Context: an optimization exercise on an open-source flow, tuned for a short achievable clock period and few clock cycles. The choices shown serve that exercise and are no tape-out recipe. The RTL was checked by simulation tests, not by an equivalence proof against the original design. Power and IR drop assume default switching activity.

==> design/flow/design.v <==
`timescale 1ns / 1ps
module ADD4(
    input [31:0] in,
    output [31:0] out
    );
	assign out=in+4;
endmodule
`timescale 1ns / 1ps
module PC(
    input [31:0] in,
    input clk,
	 input reset,
    output [31:0] out,
	 input en
    );
	reg[31:0] pc_reg;
	assign out=pc_reg;
	always @(posedge clk)begin
		if(reset==1) pc_reg<=32'h00003000;
		else if(en==1) pc_reg<=in;
	end
endmodule
`timescale 1ns / 1ps
module MUX32(
    input [1:0] sel,
    input [31:0] a,
    input [31:0] b,
    input [31:0] c,
	 output reg [31:0] out
    );
	always @(*)begin
		case(sel)
		0:out<=a;
		1:out<=b;
		2:out<=c;
		default:out<=a;
		endcase
	end
endmodule
`timescale 1ns / 1ps
module MUX5(
    input [1:0] sel,
    input [4:0] a,
    input [4:0] b,
    input [4:0] c,
	 output reg [4:0] out
    );
	always @(*)begin
		case(sel)
		0:out<=a;
		1:out<=b;
		2:out<=c;
		default:out<=a;
		endcase
	end
endmodule
`timescale 1ns / 1ps
module F(
    input pc_sel1_D,
    input clk,
    input reset,
    input [31:0] npc_D,
    output [31:0] PC4,
    output [31:0] IR,
	 input stall,
	 output [31:0] i_addr,
	 input [31:0] i_data
    );
	wire [31:0] npc,pc_out;
	PC pc(npc,clk,reset,pc_out,!stall );
	ADD4 add4(pc_out,PC4);
	assign i_addr=pc_out;
	assign IR=i_data;
	MUX32 pc_sel({1'b0,pc_sel1_D},PC4,npc_D,32'b0,npc);
endmodule
`timescale 1ns / 1ps
module F_D_pipe(
    input [31:0] IR_in,
    input [31:0] ADD4_out,
    output [31:0] IR_D,
    output [31:0] PC4_D,
	 output [31:0] PC8_D,
    input clk,
	 input en,
	 input reset,
	 output excode_D,
	 input bd,
	 output reg BD_D
    );
	reg [31:0] IR,PC4;
	assign IR_D=IR;
	assign PC4_D=PC4;
	assign PC8_D=PC4+4;
	always @(posedge clk)begin
		if(reset==1)begin
			IR<=0;
			PC4<=0;
		end
		else if(en==1)begin
			IR<=IR_in;
			PC4<=ADD4_out;
			BD_D<=bd;
		end
	end
	wire RI; 
	assign RI = (IR_D[31:26]==6'b000010)||(IR_D[31:26]==6'b000011)
	||(IR_D[31:26]==6'b000100)||(IR_D[31:26]==6'b000101)||(IR_D[31:26]==6'b000110)||(IR_D[31:26]==6'b000111)||(IR_D[31:26]==6'b000001&&IR_D[20:16]==5'b00000)||(IR_D[31:26]==6'b000001&&IR_D[20:16]==5'b00001)	
	||IR_D[31:26]==6'b001111||IR_D[31:26]==6'b001101||IR_D[31:26]==6'b001000||IR_D[31:26]==6'b001001||IR_D[31:26]==6'b001100||IR_D[31:26]==6'b001110||IR_D[31:26]==6'b001010||IR_D[31:26]==6'b001011
	||IR_D[31:26]==6'b100011||IR_D[31:26]==6'b100000||IR_D[31:26]==6'b100100||IR_D[31:26]==6'b100001||IR_D[31:26]==6'b100101
	||IR_D[31:26]==6'b101011||IR_D[31:26]==6'b101001||IR_D[31:26]==6'b101000
	||(IR_D[31:26]==6'b010000&&(IR_D[25:21]==5'b00000||IR_D[25:21]==5'b00100))
	||(IR_D==32'h42000018)
	||(IR_D[31:26]==6'b000000&&(IR_D[5:0]==6'b001000||IR_D[5:0]==6'b001001||IR_D[5:0]==6'b100001||IR_D[5:0]==6'b100011||IR_D[5:0]==6'b100000||IR_D[5:0]==6'b100010||IR_D[5:0]==6'b000000||IR_D[5:0]==6'b000010||IR_D[5:0]==6'b000011
		||IR_D[5:0]==6'b000100||IR_D[5:0]==6'b000110||IR_D[5:0]==6'b000111||IR_D[5:0]==6'b100100||IR_D[5:0]==6'b100101||IR_D[5:0]==6'b100111||IR_D[5:0]==6'b100110||IR_D[5:0]==6'b101010||IR_D[5:0]==6'b101011
		||IR_D[5:0]==6'b011000||IR_D[5:0]==6'b011001||IR_D[5:0]==6'b011010||IR_D[5:0]==6'b011011||IR_D[5:0]==6'b010000||IR_D[5:0]==6'b010010||IR_D[5:0]==6'b010001||IR_D[5:0]==6'b010011));		  
	assign excode_D = (RI===0) ? 10 : 0; 
endmodule
`timescale 1ns / 1ps
module control(
    input [31:0] IR,
    output reg [1:0] RegDst,
    output reg ALUSrc,
    output reg MemtoReg,
    output reg RegWrite,
    output reg MemWrite,
    output reg [1:0] Extop,
    output reg [3:0] ALUop,
    output reg pc_sel1,
    output reg [1:0] pc_sel2,
    output reg Cal_r,
    output reg Cal_i,
    output reg B,
    output reg Load,
    output reg Save,
    output reg J
    );
	always @(*)begin
		case(IR[31:26])
		6'b000000:
			begin
			RegDst<=1;
			ALUSrc<=0;
			MemtoReg<=0;
			RegWrite<=1;
			MemWrite<=0;
			Extop<=0;
			if(IR[5:0]==6'b100001||IR[5:0]==6'b100000) ALUop <= 0; 
			else if(IR[5:0]==6'b100011||IR[5:0]==6'b100010) ALUop<=1; 
			else if(IR[5:0]==6'b000000) ALUop<=4; 
			else if(IR[5:0]==6'b000010) ALUop<=5; 
			else if(IR[5:0]==6'b000011) ALUop<=6; 
			else if(IR[5:0]==6'b000100) ALUop<=7; 
			else if(IR[5:0]==6'b000110) ALUop<=8; 
			else if(IR[5:0]==6'b000111) ALUop<=9; 
			else if(IR[5:0]==6'b100100) ALUop<=10; 
			else if(IR[5:0]==6'b100101) ALUop<=2; 
			else if(IR[5:0]==6'b100110) ALUop<=11; 
			else if(IR[5:0]==6'b100111) ALUop<=12; 
			else if(IR[5:0]==6'b101010) ALUop<=13; 
			else if(IR[5:0]==6'b101011) ALUop<=14; 
			else ALUop<=0;
			pc_sel1<=0;
			pc_sel2<=0;
			if(IR[15:11]==0)Cal_r<=0;
			else Cal_r<=1;
			Cal_i<=0;
			B<=0;
			Load<=0;
			Save<=0;
			J<=0;
			if(IR[5:0]==6'b001000)begin 
				RegDst<=2;
				ALUSrc<=0;
				MemtoReg<=0;
				RegWrite<=0;
				MemWrite<=0;
				Extop<=0;
				ALUop<=3;
				pc_sel1<=1;
				pc_sel2<=2;
				Cal_r<=1;
				Cal_i<=0;
				B<=1;
				Load<=0;
				Save<=0;
				J<=1;
			 end
			 if(IR[5:0]==6'b001001)begin 
				RegDst<=1;
				ALUSrc<=0;
				MemtoReg<=0;
				RegWrite<=1;
				MemWrite<=0;
				Extop<=0;
				ALUop<=3;
				pc_sel1<=1;
				pc_sel2<=2;
				Cal_r<=1;
				Cal_i<=0;
				B<=1;
				Load<=1;
				Save<=0;
				J<=1;
			 end
			 if(IR[5:0]==6'b011000||IR[5:0]==6'b011001||IR[5:0]==6'b011010||IR[5:0]==6'b011011)begin 
				RegDst<=1;
				ALUSrc<=0;
				MemtoReg<=0;
				RegWrite<=0;
				MemWrite<=0;
				Extop<=0;
				ALUop<=3;
				pc_sel1<=0;
				pc_sel2<=0;
				Cal_r<=1;
				Cal_i<=0;
				B<=0;
				Load<=0;
				Save<=0;
				J<=0;
			 end
			 if(IR[5:0]==6'b010000||IR[5:0]==6'b010010)begin 
				RegDst<=1;
				ALUSrc<=0;
				MemtoReg<=0;
				RegWrite<=1;
				MemWrite<=0;
				Extop<=0;
				ALUop<=3;
				pc_sel1<=0;
				pc_sel2<=0;
				Cal_r<=1;
				Cal_i<=0;
				B<=0;
				Load<=0;
				Save<=0;
				J<=0;
			 end
			 if(IR[5:0]==6'b010001||IR[5:0]==6'b010011)begin 
				RegDst<=1;
				ALUSrc<=0;
				MemtoReg<=0;
				RegWrite<=0;
				MemWrite<=0;
				Extop<=0;
				ALUop<=3;
				pc_sel1<=0;
				pc_sel2<=0;
				Cal_r<=1;
				Cal_i<=0;
				B<=0;
				Load<=0;
				Save<=0;
				J<=0;
			 end
			end
		6'b001101: 
			begin
			RegDst<=0;
			ALUSrc<=1;
			MemtoReg<=0;
			RegWrite<=1;
			MemWrite<=0;
			Extop<=0;
			ALUop<=2;
			pc_sel1<=0;
			pc_sel2<=0;
			Cal_r<=0;
			Cal_i<=1;
			B<=0;
			Load<=0;
			Save<=0;
			J<=0;
			end
		6'b001110: 
			begin
			RegDst<=0;
			ALUSrc<=1;
			MemtoReg<=0;
			RegWrite<=1;
			MemWrite<=0;
			Extop<=0;
			ALUop<=11;
			pc_sel1<=0;
			pc_sel2<=0;
			Cal_r<=0;
			Cal_i<=1;
			B<=0;
			Load<=0;
			Save<=0;
			J<=0;
			end
		6'b001010: 
			begin
			RegDst<=0;
			ALUSrc<=1;
			MemtoReg<=0;
			RegWrite<=1;
			MemWrite<=0;
			Extop<=1;
			ALUop<=13;
			pc_sel1<=0;
			pc_sel2<=0;
			Cal_r<=0;
			Cal_i<=1;
			B<=0;
			Load<=0;
			Save<=0;
			J<=0;
			end
		6'b001011: 
			begin
			RegDst<=0;
			ALUSrc<=1;
			MemtoReg<=0;
			RegWrite<=1;
			MemWrite<=0;
			Extop<=1;
			ALUop<=14;
			pc_sel1<=0;
			pc_sel2<=0;
			Cal_r<=0;
			Cal_i<=1;
			B<=0;
			Load<=0;
			Save<=0;
			J<=0;
			end
		6'b001000: 
			begin
			RegDst<=0;
			ALUSrc<=1;
			MemtoReg<=0;
			RegWrite<=1;
			MemWrite<=0;
			Extop<=1;
			ALUop<=0;
			pc_sel1<=0;
			pc_sel2<=0;
			Cal_r<=0;
			Cal_i<=1;
			B<=0;
			Load<=0;
			Save<=0;
			J<=0;
			end
		6'b001001: 
			begin
			RegDst<=0;
			ALUSrc<=1;
			MemtoReg<=0;
			RegWrite<=1;
			MemWrite<=0;
			Extop<=1;
			ALUop<=0;
			pc_sel1<=0;
			pc_sel2<=0;
			Cal_r<=0;
			Cal_i<=1;
			B<=0;
			Load<=0;
			Save<=0;
			J<=0;
			end
		6'b001100: 
			begin
			RegDst<=0;
			ALUSrc<=1;
			MemtoReg<=0;
			RegWrite<=1;
			MemWrite<=0;
			Extop<=0;
			ALUop<=10;
			pc_sel1<=0;
			pc_sel2<=0;
			Cal_r<=0;
			Cal_i<=1;
			B<=0;
			Load<=0;
			Save<=0;
			J<=0;
			end
		6'b100011: 
			begin
			RegDst<=0;
			ALUSrc<=1;
			MemtoReg<=1;
			RegWrite<=1;
			MemWrite<=0;
			Extop<=1;
			ALUop<=0;
			pc_sel1<=0;
			pc_sel2<=0;
			Cal_r<=0;
			Cal_i<=0;
			B<=0;
			Load<=1;
			Save<=0;
			J<=0;
			end
		6'b101011: 
			begin
			RegDst<=0;
			ALUSrc<=1;
			MemtoReg<=0;
			RegWrite<=0;
			MemWrite<=1;
			Extop<=1;
			ALUop<=0;
			pc_sel1<=0;
			pc_sel2<=0;
			Cal_r<=0;
			Cal_i<=0;
			B<=0;
			Load<=0;
			Save<=1;
			J<=0;
			end
		6'b000101, 
		6'b000001, 
		6'b000110, 
		6'b000111, 
		6'b000100: 
			begin
			RegDst<=0;
			ALUSrc<=0;
			MemtoReg<=0;
			RegWrite<=0;
			MemWrite<=0;
			Extop<=1;
			ALUop<=0;
			pc_sel1<=1;
			pc_sel2<=1;
			Cal_r<=0;
			Cal_i<=0;
			B<=1;
			Load<=0;
			Save<=0;
			J<=0;
			end
		6'b001111: 
			begin
			RegDst<=0;
			ALUSrc<=1;
			MemtoReg<=0;
			RegWrite<=1;
			MemWrite<=0;
			Extop<=2;
			ALUop<=0;
			pc_sel1<=0;
			pc_sel2<=0;
			Cal_r<=0;
			Cal_i<=1;
			B<=0;
			Load<=0;
			Save<=0;
			J<=0;
			end
		6'b000011: 
			begin
			RegDst<=2;
			ALUSrc<=0;
			MemtoReg<=0;
			RegWrite<=1;
			MemWrite<=0;
			Extop<=0;
			ALUop<=0;
			pc_sel1<=1;
			pc_sel2<=0;
			Cal_r<=0;
			Cal_i<=0;
			B<=0;
			Load<=1;
			Save<=0;
			J<=1;
			end
		6'b000010: 
			begin
			RegDst<=0;
			ALUSrc<=0;
			MemtoReg<=0;
			RegWrite<=0;
			MemWrite<=0;
			Extop<=0;
			ALUop<=0;
			pc_sel1<=1;
			pc_sel2<=0;
			Cal_r<=0;
			Cal_i<=0;
			B<=0;
			Load<=0;
			Save<=0;
			J<=1;
			end
		6'b100000: 
			begin
			RegDst<=0;
			ALUSrc<=1;
			MemtoReg<=1;
			RegWrite<=1;
			MemWrite<=0;
			Extop<=1;
			ALUop<=0;
			pc_sel1<=0;
			pc_sel2<=0;
			Cal_r<=0;
			Cal_i<=0;
			B<=0;
			Load<=1;
			Save<=0;
			J<=0;
			end
		6'b100100: 
			begin
			RegDst<=0;
			ALUSrc<=1;
			MemtoReg<=1;
			RegWrite<=1;
			MemWrite<=0;
			Extop<=1;
			ALUop<=0;
			pc_sel1<=0;
			pc_sel2<=0;
			Cal_r<=0;
			Cal_i<=0;
			B<=0;
			Load<=1;
			Save<=0;
			J<=0;
			end
		6'b100001: 
			begin
			RegDst<=0;
			ALUSrc<=1;
			MemtoReg<=1;
			RegWrite<=1;
			MemWrite<=0;
			Extop<=1;
			ALUop<=0;
			pc_sel1<=0;
			pc_sel2<=0;
			Cal_r<=0;
			Cal_i<=0;
			B<=0;
			Load<=1;
			Save<=0;
			J<=0;
			end
		6'b100101: 
			begin
			RegDst<=0;
			ALUSrc<=1;
			MemtoReg<=1;
			RegWrite<=1;
			MemWrite<=0;
			Extop<=1;
			ALUop<=0;
			pc_sel1<=0;
			pc_sel2<=0;
			Cal_r<=0;
			Cal_i<=0;
			B<=0;
			Load<=1;
			Save<=0;
			J<=0;
			end
		6'b101000: 
			begin
			RegDst<=0;
			ALUSrc<=1;
			MemtoReg<=0;
			RegWrite<=0;
			MemWrite<=1;
			Extop<=1;
			ALUop<=0;
			pc_sel1<=0;
			pc_sel2<=0;
			Cal_r<=0;
			Cal_i<=0;
			B<=0;
			Load<=0;
			Save<=1;
			J<=0;
			end
		6'b101001: 
			begin
			RegDst<=0;
			ALUSrc<=1;
			MemtoReg<=0;
			RegWrite<=0;
			MemWrite<=1;
			Extop<=1;
			ALUop<=0;
			pc_sel1<=0;
			pc_sel2<=0;
			Cal_r<=0;
			Cal_i<=0;
			B<=0;
			Load<=0;
			Save<=1;
			J<=0;
			end
		default:
			begin
			RegDst<=0;
			ALUSrc<=0;
			MemtoReg<=0;
			RegWrite<=0;
			MemWrite<=0;
			Extop<=0;
			ALUop<=0;
			pc_sel1<=0;
			pc_sel2<=0;
			Cal_r<=0;
			Cal_i<=0;
			B<=0;
			Load<=0;
			Save<=0;
			J<=0;
			end
		endcase
	end
endmodule
`timescale 1ns / 1ps
module RF(
    input [31:0] IR_W,
	 input reset,
    input we,
    input [4:0] a1,
    input [4:0] a2,
    input [4:0] a3,
    input [31:0] WD,
    input clk,
	 input [31:0] wpc,
    output [31:0] RD1,
    output [31:0] RD2
    );
	reg [1023:0] grf;
	assign RD1=grf[a1*32 +: 32];
	assign RD2=grf[a2*32 +: 32];
	integer k;
	always @(posedge clk)begin
		if(reset==1) grf<=0;
		else if(we==1&&a3!=0) grf[a3*32 +: 32]<=WD;
	end
endmodule
`timescale 1ns / 1ps
module EXT(
    input [31:0] data,
    input [1:0] Extop,
    output [31:0] out
    );
	wire [15:0] one,two;
	wire [31:0] zero_ext,sign_ext,lui_ext,three;
	assign {one,two}=data;
	assign zero_ext={16'h0000,two};
	assign sign_ext={{16{two[15]}},two};
	assign lui_ext={two,16'h0000};
	MUX32 extMux(Extop,zero_ext,sign_ext,lui_ext,out);
endmodule
`timescale 1ns / 1ps
module NPC_beq(
    input [31:0] ins,
    input [31:0] extended,
    input [31:0] PC4_D,
    input zero,
    output reg [31:0] npc_beq
    );
	always @(*)begin
		if(zero==1) npc_beq<= PC4_D+extended*4;
		else  npc_beq<= PC4_D+4;
	end
endmodule
`timescale 1ns / 1ps
module NPC_j(
    input [31:0] IR,
    input [31:0] PC4_D,
    output [31:0] npc_j
    );
	assign npc_j={PC4_D[31:26],IR[25:0],2'b00};
endmodule
`timescale 1ns / 1ps
module CMP(
	 input [31:0] IR,
    input [31:0] RFRD1,
    input [31:0] RFRD2,
    output reg equal
    );
	always @(*)begin
		if(IR[31:26]==6'b000100) equal<=(RFRD1==RFRD2); 
		else if(IR[31:26]==6'b000101) equal<=~(RFRD1==RFRD2); 
		else if(IR[31:26]==6'b000110) equal<=($signed(RFRD1)<=0); 
		else if(IR[31:26]==6'b000111) equal<=($signed(RFRD1)>0); 
		else if(IR[31:26]==6'b000001) begin
			if(IR[20:16]==5'b00000)
				equal<=($signed(RFRD1)<0); 
			else if(IR[20:16]==5'b00001)
				equal<=($signed(RFRD1)>=0); 
			else equal<=0;
		end
		else equal<=0;
	end
endmodule
`timescale 1ns / 1ps
module D(
    input [31:0] IR_W,
	 input [31:0] IR,
	 input [31:0] PC4_W,
	 input [31:0] PC4_D,
	 input [31:0] PC8_D,
	 input clk,
	 input reset,
	 input RF_we,
    input [4:0] RF_a3,
    input [31:0] RF_WD,
    output [31:0] RF_D_RD1out,
    output [31:0] RF_D_RD2out,
	 output [31:0] EXT_D_out,
	 output [31:0] NPC_D_out,
	 output [31:0] PC4,
	 output [31:0] PC8,
	 output [31:0] IRout,
	 output pc_sel1,
	 output Cal_r,
	 output Cal_i,
	 output B,
	 output Load, 
	 output Save,
	 output J,
	 input [31:0]rs_F_mD,
	 input [31:0]rt_F_mD,
	 input interrupt
    );
	 wire ALUSrc,MemtoReg,RegWrite,MemWrite,zero;
	 wire [1:0] RegDst, Extop,pc_sel2;
	 wire [3:0] ALUop;
	 wire [31:0] npc_beq,npc_j,npc_nor;
	control D_control(IR,RegDst,ALUSrc,MemtoReg,RegWrite,MemWrite, Extop,ALUop,pc_sel1,pc_sel2, Cal_r,Cal_i, B,Load, Save, J);
	RF rf(IR_W,reset,RF_we,IR[25:21],IR[20:16],RF_a3,RF_WD,clk,PC4_W-4, RF_D_RD1out, RF_D_RD2out);
	EXT extender(IR, Extop,EXT_D_out);
	NPC_beq pc_beq(IR,EXT_D_out,PC4_D,zero,npc_beq);
	NPC_j pc_j(IR,PC4_D,npc_j);
	MUX32 npc_D(pc_sel2,npc_j,npc_beq,rs_F_mD,npc_nor);
	assign NPC_D_out=(interrupt)?32'h00004180:npc_nor;
	CMP cmp(IR,rs_F_mD, rt_F_mD,zero);
	assign PC4=PC4_D;
	assign PC8=PC8_D;
	assign IRout=IR;
endmodule
`timescale 1ns / 1ps
module D_E_pipe(
    input clk,
    input reset,
    input stall,
    input [31:0] IR,
    input [31:0] PC_4_Ein,
    input [31:0] PC_8Ein,
    input [31:0] rs_Ein,
    input [31:0] rt_Ein,
    input [31:0] EXT_Ein,
    output reg [31:0] IR_E,
    output reg[31:0] PC4_E,
    output reg[31:0] PC8_E,
    output reg [31:0] rs_E,
    output reg [31:0] rt_E,
    output reg  [31:0] EXT_E
    );
	always @(posedge clk)begin
		if(reset==1)begin
			 IR_E<=0;
			 PC4_E<=0;
			 PC8_E<=0;
			 rs_E<= 0;
			 rt_E<=0;
			 EXT_E<=0;
		end
		else begin
			 IR_E<=IR;
			 PC4_E<=PC_4_Ein;
			 PC8_E<=PC_8Ein;
			 rs_E<= rs_Ein;
			 rt_E<=rt_Ein;
			 EXT_E<=EXT_Ein;
		end
	end
endmodule
`timescale 1ns / 1ps
module ALU(
	 input [31:0] IR,
    input [31:0] A,
    input [31:0] B,
    input [3:0] ALUop,
    output reg [31:0] result
    );
	always @(*)begin
		case(ALUop)
		0:result<=A+B;
		1:result<=A-B;
		2:result<=A|B;
		3:result<=A;
		4:result<=B<<IR[10:6];
		5:result<=B>>IR[10:6];
		6:result<=$signed(B)>>>IR[10:6];
		7:result<=B<<A[4:0];
		8:result<=B>>A[4:0];
		9:result<=$signed(B)>>>A[4:0];
		10:result<=A&B;
		11:result<=A^B;
		12:result<=~(A|B);
		13:result<=($signed(A)<$signed(B))?1:0;
		14:result<=({1'b0,A}<{1'b0,B})?1:0;
		default:result<=A+B;
		endcase
	end
endmodule
`timescale 1ns / 1ps
module mul_div(
	 input reset,
    input [31:0] data11,
    input [31:0] data22,
    input [31:0] IR,
	 input start,
	 input clk,
	 output reg busy,
    output [31:0] out
    );
	reg working_q,busy_q;
	reg [3:0] t_q;
	reg [1:0] option_q;
	reg [31:0] hi_q,lo_q,data1_q,data2_q;
	reg working;
	reg [3:0] t;
	reg [1:0] option;
	reg [31:0] hi,lo,data1,data2,hi0,lo0;
	wire is_r=(IR[31:26]==6'b000000);
	wire [32:0] m_a={option_q==2'd0 ? data1_q[31] : 1'b0, data1_q};
	wire [32:0] m_b={option_q==2'd0 ? data2_q[31] : 1'b0, data2_q};
	wire [65:0] prod=$signed(m_a)*$signed(m_b);
	wire d_sgn=(option_q==2'd2);
	wire neg1=d_sgn&data1_q[31];
	wire neg2=d_sgn&data2_q[31];
	wire [31:0] ua=neg1 ? -data1_q : data1_q;
	wire [31:0] ub=neg2 ? -data2_q : data2_q;
	reg [31:0] uq,ur;
	reg [32:0] rem;
	integer k;
	always @(*)begin
		rem=0;
		uq=0;
		for(k=31;k>=0;k=k-1)begin
			rem={rem[31:0],ua[k]};
			if(rem>={1'b0,ub})begin
				rem=rem-{1'b0,ub};
				uq[k]=1'b1;
			end
		end
		ur=rem[31:0];
	end
	wire [31:0] q_res=(data2_q==0) ? 32'hffffffff : ((neg1^neg2) ? -uq : uq);
	wire [31:0] r_res=(data2_q==0) ? data1_q : (neg1 ? -ur : ur);
	assign out=(IR[5:0]==6'b010000) ? hi0 : lo0;
	always @(*)begin
		hi=hi_q;
		lo=lo_q;
		busy=busy_q;
		working=working_q;
		t=t_q;
		option=option_q;
		data1=data1_q;
		data2=data2_q;
		if(reset==1)begin
			hi=0;
			lo=0;
			busy=0;
			working=0;
		end
		hi0=hi;
		lo0=lo;
		if(reset==0&&is_r&&IR[5:0]==6'b010001) hi=data11;
		else if(reset==0&&is_r&&IR[5:0]==6'b010011) lo=data11;
		if(reset==0&&start==1)begin
			data1=data11;
			data2=data22;
			working=1;
			if(IR[5:0]==6'b011000)  option=0; 
			else if(IR[5:0]==6'b011001) option=1; 
			else if(IR[5:0]==6'b011010)  option=2; 
			else option=3; 
			t=0;
			busy=1;
		end
		else if(working==1) begin
			t=t+1;
			if(option_q[1]==1'b0&&t==5)begin
				{hi,lo}=prod[63:0];
				working=0;
				busy=0;
			end
			if(option_q[1]==1'b1&&t==10)begin
				lo=q_res;
				hi=r_res;
				working=0;
				busy=0;
			end
		end
	end
	always @(posedge clk)begin
		hi_q<=hi;
		lo_q<=lo;
		busy_q<=busy;
		working_q<=working;
		t_q<=t;
		option_q<=option;
		data1_q<=data1;
		data2_q<=data2;
	end
endmodule
`timescale 1ns / 1ps
module E(
	 input reset,
	 input clk,
    input [31:0] IR_E,
    input [31:0] PC4_E,
    input [31:0] PC8_E,
    input [31:0] rs_E,
    input [31:0] rt_E,
    input [31:0] EXT_E,
    output [31:0] ALU_E_out,
    output [31:0] rt_E_out,
    output [4:0] RDst_E_out,
    output [31:0] PC4_E_out,
    output [31:0] PC8_E_out,
	 output [31:0] IR_E_out,
	 output Cal_r,
	 output Cal_i,
	 output B,
	 output Load, 
	 output Save,
	 output J,
	 output busy
    );
	 wire ALUSrc,MemtoReg,MemWrite,pc_sel1,RegWrite,start,mf_sign;
	 wire [1:0] RegDst, Extop,pc_sel2;
	 wire [31:0] ALU_in2,ALU_out,m_dout,alu1;
	 wire [3:0] ALUop;
	assign mf_sign=((IR_E[5:0]==6'b010000||IR_E[5:0]==6'b010010)&&(IR_E[31:26]==6'b000000));
	assign start=(IR_E[31:26]==6'b000000&&(IR_E[5:0]==6'b011000||IR_E[5:0]==6'b011001||IR_E[5:0]==6'b011010||IR_E[5:0]==6'b011011));
	control D_control(IR_E,RegDst,ALUSrc,MemtoReg,RegWrite,MemWrite, Extop,ALUop,pc_sel1,pc_sel2, Cal_r,Cal_i, B,Load, Save, J);
	MUX32 alu_in2({1'b0,ALUSrc},rt_E,EXT_E,32'b0,ALU_in2);
	ALU alu(IR_E,rs_E,ALU_in2,ALUop,ALU_out );
	MUX32 alu_out({1'b0,J},ALU_out,PC8_E,32'b0,alu1);
	MUX32 alu2({1'b0,mf_sign},alu1,m_dout,32'b0,ALU_E_out);
	mul_div m_d(reset,rs_E,ALU_in2,IR_E,start,clk,busy,m_dout );
	MUX5 rDst(RegDst,IR_E[20:16],IR_E[15:11],5'b11111,RDst_E_out);
	assign rt_E_out=rt_E;
	assign PC4_E_out=PC4_E;
	assign PC8_E_out=PC8_E;
	assign IR_E_out=IR_E;
endmodule
`timescale 1ns / 1ps
module E_M_pipe(
    input clk,
    input reset,
    input [31:0] IR,
    input [31:0] PC4,
    input [31:0] PC8,
    input [31:0] ALUout,
    input [31:0] rt,
    input [4:0] RDst,
    output reg [31:0] IR_M,
    output reg [31:0] PC4_M,
    output reg [31:0] PC8_M,
    output reg [31:0] ALUout_M,
    output reg [31:0] rt_M,
    output reg [4:0] RDst_M
    );
	always @(posedge clk)begin
		if(reset==1)begin
			 IR_M<=0;
			 PC4_M<=0;
			 PC8_M<=0;
			 ALUout_M<=0;
			 rt_M<=0;
			 RDst_M<=5'b00000;
		end
		else begin
			 IR_M<=IR;
			 PC4_M<=PC4;
			 PC8_M<=PC8;
			 ALUout_M<=ALUout;
			 rt_M<=rt;
			 RDst_M<=RDst;
		end
	end
endmodule
`timescale 1ns / 1ps
module DM(
	input [31:0]IR,
    input clk,
    input reset,
    input [31:0] pc4,
    input [31:0] addr,
    input en,
    input [31:0] MemData,
    output reg [31:0] DMout,
	 output [31:0] d_addr,
	 output reg [31:0] d_wdata,
	 output reg [3:0] d_be,
	 input [31:0] d_rdata
    );
	wire [31:0] temp_D=d_rdata;
	assign d_addr=addr;
	always @(*)begin
		if(IR[31:26]==6'b100000||IR[31:26]==6'b100100)begin 
			DMout=temp_D>>(addr[1:0]*8);
			if(IR[31:26]==6'b100000) DMout={{24{DMout[7]}},DMout[7:0]};
			else DMout={24'h000000,DMout[7:0]};
		end
		else if(IR[31:26]==6'b100001||IR[31:26]==6'b100101)begin 
			DMout=temp_D>>(addr[1]*16);
			if(IR[31:26]==6'b100001) DMout={{16{DMout[15]}},DMout[15:0]};
			else DMout={16'h0000,DMout[15:0]};
		end
		else	DMout=temp_D;
	end
	always @(*)begin
		d_be=4'b0000;
		d_wdata=MemData;
		if(en==1&&reset==0)begin
			if(IR[31:26]==6'b101011)begin 
				d_be=4'b1111;
				d_wdata=MemData;
			end
			else if(IR[31:26]==6'b101000)begin 
				d_be=4'b0001<<addr[1:0];
				d_wdata={4{MemData[7:0]}};
			end
			else if(IR[31:26]==6'b101001)begin 
				d_be=addr[1] ? 4'b1100 : 4'b0011;
				d_wdata={2{MemData[15:0]}};
			end
		end
	end
endmodule
`timescale 1ns / 1ps
module M(
    input clk,
    input reset,
    input [31:0] IR_M,
    input [31:0] PC4_M,
    input [31:0] PC8_M,
    input [31:0] ALUout_M,
    input [31:0] rt_M,
    input [4:0] RDst_M,
    output [31:0] IR,
    output [31:0] PC4,
    output [31:0] PC8,
    output [31:0] ALUout,
    output [31:0] DMout,
    output [4:0] RDst,
	 output Cal_r,
	 output Cal_i,
	 output B,
	 output Load, 
	 output Save,
	 output J,
	 output RegWrite,
	 output [31:0] d_addr,
	 output [31:0] d_wdata,
	 output [3:0] d_be,
	 input [31:0] d_rdata
    );
	 wire ALUSrc,MemtoReg,MemWrite,pc_sel1;
	 wire [1:0] RegDst, Extop,pc_sel2;
	 wire [3:0] ALUop;
	control D_control(IR,RegDst,ALUSrc,MemtoReg,RegWrite,MemWrite, Extop,ALUop,pc_sel1,pc_sel2, Cal_r,Cal_i, B,Load, Save, J);
	DM dm(IR_M,clk,reset,PC4_M,ALUout_M,MemWrite, rt_M,DMout,d_addr,d_wdata,d_be,d_rdata);
	assign IR=IR_M;
	assign PC4=PC4_M;
	assign PC8=PC8_M;
	assign ALUout=ALUout_M;
	assign RDst=RDst_M;
endmodule
`timescale 1ns / 1ps
module M_W_pipe(
    input clk,
    input reset,
    input [31:0] IR,
    input [31:0] PC4,
    input [31:0] PC8,
    input [31:0] ALUout,
    input [31:0] DMout,
    input [4:0] RDst,
    output reg [31:0] IR_W,
    output  reg[31:0] PC4_W,
    output reg [31:0] PC8_W,
    output reg [31:0] ALUout_W,
    output reg [31:0] DMout_W,
    output reg [4:0] RDst_W
    );
	always @(posedge clk)begin
		if(reset==1)begin
			IR_W<=0;
			PC4_W<=0;
			PC8_W<=0;
			ALUout_W<=0;
			DMout_W<=0;
			RDst_W<=5'b00000;
		end
		else begin
			IR_W<=IR;
			PC4_W<=PC4;
			PC8_W<=PC8;
			ALUout_W<=ALUout;
			DMout_W<=DMout;
			RDst_W<=RDst;
		end
	end
endmodule
`timescale 1ns / 1ps
module W(
    input [31:0] IR,
    input [31:0] PC4,
    input [31:0] PC8,
    input [31:0] ALUout,
    input [31:0] DMout,
    input [4:0] RDst,
    input clk,
    output [31:0] WB_data,
    output regwrite,
    output [4:0] RDst_out,
	 output Cal_r,
	 output Cal_i,
	 output B,
	 output Load, 
	 output Save,
	 output J,
	 output RegWrite
    );
	 wire ALUSrc,MemtoReg,MemWrite,pc_sel1;
	 wire [1:0] RegDst, Extop,pc_sel2;
	 wire [3:0] ALUop;
	control D_control(IR,RegDst,ALUSrc,MemtoReg,RegWrite,MemWrite, Extop,ALUop,pc_sel1,pc_sel2, Cal_r,Cal_i, B,Load, Save, J);
	MUX32 WB_MUX({J,MemtoReg},ALUout,DMout,PC8,WB_data);
	assign regwrite=RegWrite;
	assign RDst_out=RDst;
endmodule
`timescale 1ns / 1ps
module Forward(
    input [31:0] ALUout_M,
	 input [31:0] rs_mD,
	 input [31:0] rt_mD,
	 input [31:0] rs_E,
	 input [31:0] rt_E,
    input [4:0] rsst_D,
    input [31:0] WB_mW,
    input [4:0] rtst_D,
    input [4:0] RDst_M,
    input [4:0] RDst_mW,
    input [4:0] rsst_E,
    input [4:0] rtst_E,
	 input reg1,
	 input reg2,
    output reg [31:0] rs_F_mD,
    output reg [31:0] rt_F_mD,
    output reg [31:0] rt_F_E,
    output reg [31:0] rs_F_E,
	 input [31:0] rt_M,
	 output reg [31:0] rt_F_M,
	 input [4:0] rtst_M
    );
	always @(*)begin
		if(rsst_D==RDst_M&&reg1==1&&RDst_M!=0) rs_F_mD<=ALUout_M;
		else if(rsst_D==RDst_mW&&reg2==1&&RDst_mW!=0) rs_F_mD<=WB_mW;
		else rs_F_mD<= rs_mD;
		if(rtst_D==RDst_M&&reg1==1&&RDst_M!=0) rt_F_mD<=ALUout_M;
		else if(rtst_D==RDst_mW&&reg2==1&&RDst_mW!=0) rt_F_mD<=WB_mW;
		else rt_F_mD<= rt_mD;
		if(rsst_E==RDst_M&&reg1==1&&RDst_M!=0) rs_F_E<=ALUout_M;
		else if(rsst_E==RDst_mW&&reg2==1&&RDst_mW!=0) rs_F_E<=WB_mW;
		else rs_F_E<= rs_E;
		if(rtst_E==RDst_M&&reg1==1&&RDst_M!=0) rt_F_E<=ALUout_M;
		else if(rtst_E==RDst_mW&&reg2==1&&RDst_mW!=0) rt_F_E<=WB_mW;
		else rt_F_E<= rt_E;
		if(rtst_M==RDst_mW&&reg2==1&&RDst_mW!=0) rt_F_M<=WB_mW;
		else rt_F_M<= rt_M;
	end
endmodule
`timescale 1ns / 1ps
module mips(
    input clk,
    input reset,
    output [31:0] i_addr,
    input [31:0] i_data,
    output [31:0] d_addr,
    output [31:0] d_wdata,
    output [3:0] d_be,
    input [31:0] d_rdata,
    output wb_en,
    output [4:0] wb_reg,
    output [31:0] wb_data,
    output [31:0] wb_pc
    );
	wire [31:0] npc_D,PC4_mF,IR_mF,IR_D,PC4_D,PC8_D,RF_D_RD1out,RF_D_RD2out,EXT_mD,NPC_mD,PC4_mD,PC8_mD,IR_mD;
	wire [31:0] IR_E,PC4_E,PC8_E,rs_E,rt_E,EXT_E,ALU_mE, rt_mE, PC4_mE, PC8_mE, IR_mE;
	wire [31:0] IR_M, PC4_M, PC8_M, ALUout_M, rt_M,IR_mM, PC4_mM, PC8_mM, ALUout_mM, DMout_mM;
	wire [31:0] IR_W, PC4_W, PC8_W, ALUout_W,DMout_W,WB_mW,rs_F_mD,rt_F_mD,rt_F_E,rs_F_E,rt_F_M;
	wire pc_sel1_mD,regwrite_mW,reg1,reg2,busy;
	wire [4:0]  RDst_mE, RDst_M,RDst_mM,RDst_W,RDst_mW;
	wire Cal_r_D,Cal_i_D, B_D,Load_D, Save_D, J_D;
	wire Cal_r_E,Cal_i_E, B_E,Load_E, Save_E, J_E;
	wire Cal_r_M,Cal_i_M, B_M,Load_M, Save_M, J_M;
	wire Cal_r_W,Cal_i_W, B_W,Load_W, Save_W, J_W;
	wire excode_D,BD_D;
	wire D_stall=1'b0;
	wire bd=1'b0;
	wire interrupt=1'b0;
	reg stall,stall_md,stall_B_Calr,stall_B_Cali,stall_B_Load1,stall_B_Load2,stall_Calr_Load,stall_Cali_Load,stall_Load_Load,stall_Save_Load ;
	F f(pc_sel1_mD,clk,reset,NPC_mD,PC4_mF,IR_mF,stall,i_addr,i_data);
	F_D_pipe f_d(IR_mF,PC4_mF,IR_D,PC4_D,PC8_D,clk,(!stall),reset, excode_D,bd,BD_D);
	D d(IR_W,IR_D,PC4_W,PC4_D,PC8_D,clk,reset,regwrite_mW,RDst_mW,WB_mW,RF_D_RD1out,RF_D_RD2out,EXT_mD,NPC_mD,PC4_mD,PC8_mD,IR_mD,pc_sel1_mD,Cal_r_D,Cal_i_D, B_D,Load_D, Save_D, J_D,rs_F_mD,rt_F_mD,interrupt);
	D_E_pipe d_e(clk,reset|stall,D_stall,IR_mD,PC4_mD,PC8_mD,rs_F_mD,rt_F_mD,EXT_mD,IR_E,PC4_E,PC8_E,rs_E,rt_E,EXT_E );
	E e(reset,clk,IR_E,PC4_E, PC8_E,rs_F_E, rt_F_E, EXT_E, ALU_mE, rt_mE, RDst_mE, PC4_mE, PC8_mE, IR_mE,Cal_r_E,Cal_i_E, B_E,Load_E, Save_E, J_E,busy);
	E_M_pipe e_m(clk,reset, IR_mE, PC4_mE, PC8_mE, ALU_mE, rt_mE, RDst_mE,IR_M, PC4_M, PC8_M, ALUout_M, rt_M, RDst_M );
	M m(clk, reset,IR_M, PC4_M, PC8_M, ALUout_M, rt_F_M, RDst_M, IR_mM, PC4_mM, PC8_mM, ALUout_mM, DMout_mM,RDst_mM ,Cal_r_M,Cal_i_M, B_M,Load_M, Save_M, J_M,reg1,d_addr,d_wdata,d_be,d_rdata);
	M_W_pipe m_w(clk, reset, IR_mM, PC4_mM, PC8_mM, ALUout_mM, DMout_mM, RDst_mM, IR_W, PC4_W, PC8_W, ALUout_W,DMout_W,RDst_W );
	W w(IR_W,PC4_W,PC8_W,ALUout_W,DMout_W,RDst_W,clk,WB_mW,regwrite_mW,RDst_mW,Cal_r_W,Cal_i_W, B_W,Load_W, Save_W, J_W,reg2);
	Forward forwarder(ALUout_M,RF_D_RD1out,RF_D_RD2out,rs_E,rt_E, IR_D[25:21],WB_mW,IR_D[20:16],RDst_M,RDst_mW,IR_E[25:21],IR_E[20:16],reg1,reg2,rs_F_mD,rt_F_mD,rt_F_E,rs_F_E,rt_M,rt_F_M ,IR_M[20:16]);
	assign wb_en=(!reset)&&regwrite_mW&&(RDst_mW!=0);
	assign wb_reg=RDst_mW;
	assign wb_data=WB_mW;
	assign wb_pc=PC4_W-4;
	 always @(*)begin
		 stall_B_Calr =(B_D&&Cal_r_E&&((IR_D[25:21]==IR_E[15:11])|(IR_D[20:16]==IR_E[15:11])));
		 stall_B_Cali=(B_D&&Cal_i_E&&((IR_D[25:21]==IR_E[20:16])|(IR_D[20:16]==IR_E[20:16])));
		 stall_B_Load1=(B_D&&Load_E&&((IR_D[25:21]==IR_E[20:16])|(IR_D[20:16]==IR_E[20:16])));
		 stall_B_Load2=(B_D&&Load_M&&((IR_D[25:21]==IR_M[20:16])|(IR_D[20:16]==IR_M[20:16])));
		 stall_Calr_Load=(Cal_r_D&&Load_E&&((IR_D[25:21]==IR_E[20:16])|(IR_D[20:16]==IR_E[20:16])));
		 stall_Cali_Load=(Cal_i_D&&Load_E&&(IR_D[25:21]==IR_E[20:16]));
		 stall_Load_Load =(Load_D&&Load_E&&(IR_D[25:21]==IR_E[20:16]));
		 stall_Save_Load =(Save_D&&Load_E&&(IR_D[25:21]==IR_E[20:16]));	  
		 stall_md=(busy&&((IR_D[5:0]==6'b011000||IR_D[5:0]==6'b011001||IR_D[5:0]==6'b011010||IR_D[5:0]==6'b011011)||(IR_D[5:0]==6'b010000||IR_D[5:0]==6'b010010)||(IR_D[5:0]==6'b010001||IR_D[5:0]==6'b010011)));
		 stall=1'b1&(stall_B_Calr|stall_B_Cali|stall_B_Load1|stall_B_Load2|stall_Calr_Load|stall_Cali_Load|stall_Load_Load|stall_Save_Load| stall_md);
	 end
endmodule
==> design/flow/run.sh <==
#!/bin/bash
# synth_recipe.tcl (not shown) runs the flow's synth.tcl, then flattens the netlist and writes it again
# the make line also repeats each setting of config.mk as NAME=value (left out here)
make -C /OpenROAD-flow-scripts/flow DESIGN_CONFIG=/design/flow/config.mk WORK_HOME=/design/flow/orfs CLKGATE_MAP_FILE= SYNTH_SCRIPT=/design/flow/synth_recipe.tcl finish
==> design/flow/config.mk <==
export PLATFORM = sky130hd
export DESIGN_NAME = mips
export DESIGN_NICKNAME = mips
export VERILOG_FILES = /design/flow/design.v
export SDC_FILE = /design/flow/constraint.sdc
export NUM_CORES = 4
export LEC_CHECK = 0
export CAP_MARGIN = 20
export CELL_PAD_IN_SITES_DETAIL_PLACEMENT = 1
export CELL_PAD_IN_SITES_GLOBAL_PLACEMENT = 2
export CORE_MARGIN = 2
export CORE_UTILIZATION = 30
export PLACE_DENSITY = 0.45
export SLEW_MARGIN = 20
==> design/flow/constraint.sdc <==
create_clock -name core_clock -period 200.0 [get_ports {clk}]
set_input_delay 40.0000 -clock core_clock [delete_from_list [all_inputs] [get_ports {clk}]]
set_output_delay 40.0000 -clock core_clock [all_outputs]
set_load 0.01 [all_outputs]
==> results by group <==
Outcome
  • Outcome: no timing/DRC/antenna violations

Worst hold path
  • Hold Crit Class: reg2reg
  • Worst hold start: e_m.PC8_M[7]
  • Hold Path Cell Cnt: 1
  • Hold Path End: m_w.PC8_W[7]

Place
  • DP Wirelength: 781000 um
  • Routability cong.: 0.903
  • Placed Area: 207000 sq um
  • Number of port buffers: 235

Detailed routing
  • Detailed-route vias per instance: 5.54
  • Final wirelength: 1030000 um
  • Final ANT Viol Nets: 0
  • DRC Markers: 0
  • Initial DRC count: 12100
  • WL/cell: around 32 um
  • Via count: approximately 180k
  • DR pass1 iterations: 5

Clocking
  • Clock latency on the worst-skew pair: 1000 ps
  • TritonCTS clock tree: yes
  • Max clock buf depth: 4
  • H-tree depth: 4
  • TritonCTS Sinks: approximately 1700
  • Clock slew at reported path FFs: about 70 ps
  • Cts bufs inserted: 210
  • Root Driver: clkbuf_16

Synthesis
  • Main combinational cell family by area after synthesis: adder cells
  • Most numerous cell in the Yosys netlist: nor2_1
  • Share of the synthesized area in the top cell type: between 10% and 20%
  • Commonest cells post-synth: 3739 x nor2_1, 2283 x a21oi_1, 2170 x nand2_1
  • Mapped Cells: 23900
  • Avg Cell Area, Syn: 8.06 sq um
  • Most area-hungry cell type in the Yosys netlist: dfxtp_1
  • Post-Synth Adder-Cell Area: 20.8%
  • Post-synthesis mux area share: 13.7%
  • Synth Area in Compound Gates: 17.4%
  • Synth area leaders: dfxtp_1 17%, fa_1 12%, ha_1 8.8%, mux4_2 7.6%, nor2_1 7.3%
  • Simple-Gate Fraction of Synth Area: 18.6%
  • EDFF count, synth: 66
  • Synth Area in XOR/XNOR: 4.66%
  • Dominant synthesized flop cell: dfxtp_1
  • Yosys reg bits: 1737
  • Part of the Yosys area used for sequential elements: 18.4%
  • YS warnings: 16
  • Post-synth ARST share: 0%
  • Synthesized net count: 26500
  • Cell area after synthesis: 193000 sq um
  • Synth cell types: 129

Critical path
  • Worst EP required: 200760 ps
  • Worst setup endpoint: e.m_d.lo_q[16]
  • Crit Reg-Reg Endpoint: e.m_d.lo_q[16]
  • Reg2reg setup slack: 19470 ps
  • Worst endpoint data arrival time: 181290 ps
  • Largest delay contributor family on the critical path: compound AO/OA/AOI/OAI gates
  • Worst Setup Start Kind: register
  • Setup crit start: e.m_d.data1_q[5]
  • WP buf/inv: 56
  • Worst-path maximum fanout: 67
  • R2R depth: 787
  • Worst setup EP type: register
  • Critical path class: reg2reg
  • Slowest-stage cell, CP: xor2_1
  • Critical path depth in cells: 917
  • Max incr delay on CP: 890 ps
  • Top cell by count, worst path: o21ai_0
  • Worst r2r src: e.m_d.data1_q[5]

Flow run
  • Max-Cap Viols: 0

STA
  • Max_slew headroom: 13.6%
  • Hold Violations, Final: 0
  • Max frequency: 0.00554 GHz
  • Worst Tran Pin Value: 1290 ps
  • Post-route setup TNS: 0 ps
  • Unrepaired setup endpoints after global routing: false
  • Setup violators final: 0
  • Worst clock skew: 103 ps
  • Max-slew violation count: 0
  • Post-route clock period utilization: 90.3%
  • Min Clock Period, post-route: between 150000 and 200000 ps

Pwr
  • Flop+latch power: 0.372 mW
  • Clock power share: 30.4%
  • Sequential power share: 28.5%
  • Pwr top: combinational cells
  • PwrDens: between 6 and 7 nW/um^2
  • LEAKAGE: 90.9 nW
  • P_int: ~0.74 mW
  • Power Combinational: 0.537 mW
  • Worst vdd ir: 0.00889 mV
  • Switching Share: between 40% and 50%
  • Clock Power: 0.398 mW
  • Gate power share: 41.1%
  • P_sw: about 0.56 mW

GRT
  • Vias in the first global route: 184000
  • GRT Residual Overflow: 0
  • Tot GR Track Use: between 30% and 40%
  • Largest net degree at the start of global routing: 159
  • Global-route wire length before repair: 1450000 um
  • Antenna violations before repair: slightly above 60

Layout
  • Fill cells: 75700
  • Share of layout cells above drive strength 1: between 10% and 20%
  • Final #Nets: 26200
  • Syn-to-layout area delta: 11.1%
  • Max FFs per register: just over 1000
  • Top reg by flops: d.rf.grf
  • Final Cell Area: between 200000 and 250000 sq um
  • Storage cell area: 35500 sq um
  • Multi-input gate area: 147000 sq um

Die
  • Initial Util: 30.1%
  • Core area: 640000 sq um
  • Ports: ~240
  • Chip height: 806 um
  • Std cell rows: just under 300
  • Width of the die: ~800 um
  • Die area: 649000 sq um
[metrics by stage]
stage / total power, mW / instances / utilization, % / setup slack [ps] / hold slack [ps]
after floorplan: 0.670 / 23900 / - / 43360 / 414
after global placement: 0.908 / 32000 / 32.3 / 17220 / 415
after detailed placement: 0.906 / 32000 / 32.3 / 15400 / 424
after CTS: 1.31 / 32400 / 33.4 / 13880 / 427
after global routing: 1.36 / 32400 / 33.4 / 176 / 444
final: 1.31 / 32400 / 33.4 / 19470 / 432
[kinds of logic after synthesis]
group,after synthesis
AOI/OAI and AO/OA,5471
and+or+nand+nor,8143
xor gates and xnor gates,1026
muxes,1773
adders and majority gates,2511
DFF,1737
buffers and inverters,3263
[layout make-up]
class / count / area share, %
Tap cell: 8584 / 5.02
Sequential cell: 1737 / 16.6
Inverter: 1826 / 3.20
Timing Repair Buffer: 909 / 3.55
Clock inverter: 65 / 0.319
Clock buffer: 316 / 2.90
Multi-Input combinational cell: 18900 / 68.4
Antenna cell: 28 / 0.0327
[what timing repair did]
action,4_1_cts,5_1_grt
setup buffers,0,3
resized for setup,0,45
setup endpoints to repair,0,64
hold buffers,0,0
[cells in the final DEF (no fill, tap or decap), types with 278 or more instances in the layout]
cell type  netlist  routed
nor3_1         286     278
mux4_2         648     648
ha_1          1352    1349
mux2i_1        638     611
buf_4            8     658
a21o_1         311     311
xor2_1         335     315
o21ai_0        974     955
a21oi_1       2283    2276
dfxtp_1       1671    1660
nor2b_1        384     384
inv_1         1819    1816
and2_1         302     299
nand2_1       2170    2137
fa_1          1159    1158
mux2_2         476     475
nor2_1        3739    3727
xnor2_1        691     677
[metal layers]
layer  wire [um]  share of wire (%)  track usage [%]
met5         159              0.015                0
met4       46100                4.5             11.5
met3       35400                3.4             2.61
met1      451000                 44             40.1
met2      499000                 48             53.7
Testbench counts, summed over its fixed seeds: cycles 81,102.

[re-timing with driven ports]
The flow's constraints put no driver on any port. The routed layout listed below was extracted and timed again, unchanged, in two steps. Step 1: set_driving_cell puts a clkbuf_16 on clk and a buf_2 on each other input, an assumption about the parent block. Step 2, shift: input delay + t, output delay - t, t = (earliest + latest rising clock arrival at the registers) / 2. This alone moves slack from input paths to output paths. Slacks: ideal / step 1 / step 2; pairs: ideal / step 1.
t (ns): 1.054
setup slack, ns: 19.467 / 19.467 / 19.467
hold WS [ns]: 0.432 / 0.432 / 0.432
After both steps this run still meets setup and hold. The setup slack of this run moves by 0.000 ns with the drivers and by 0.000 ns with both steps.
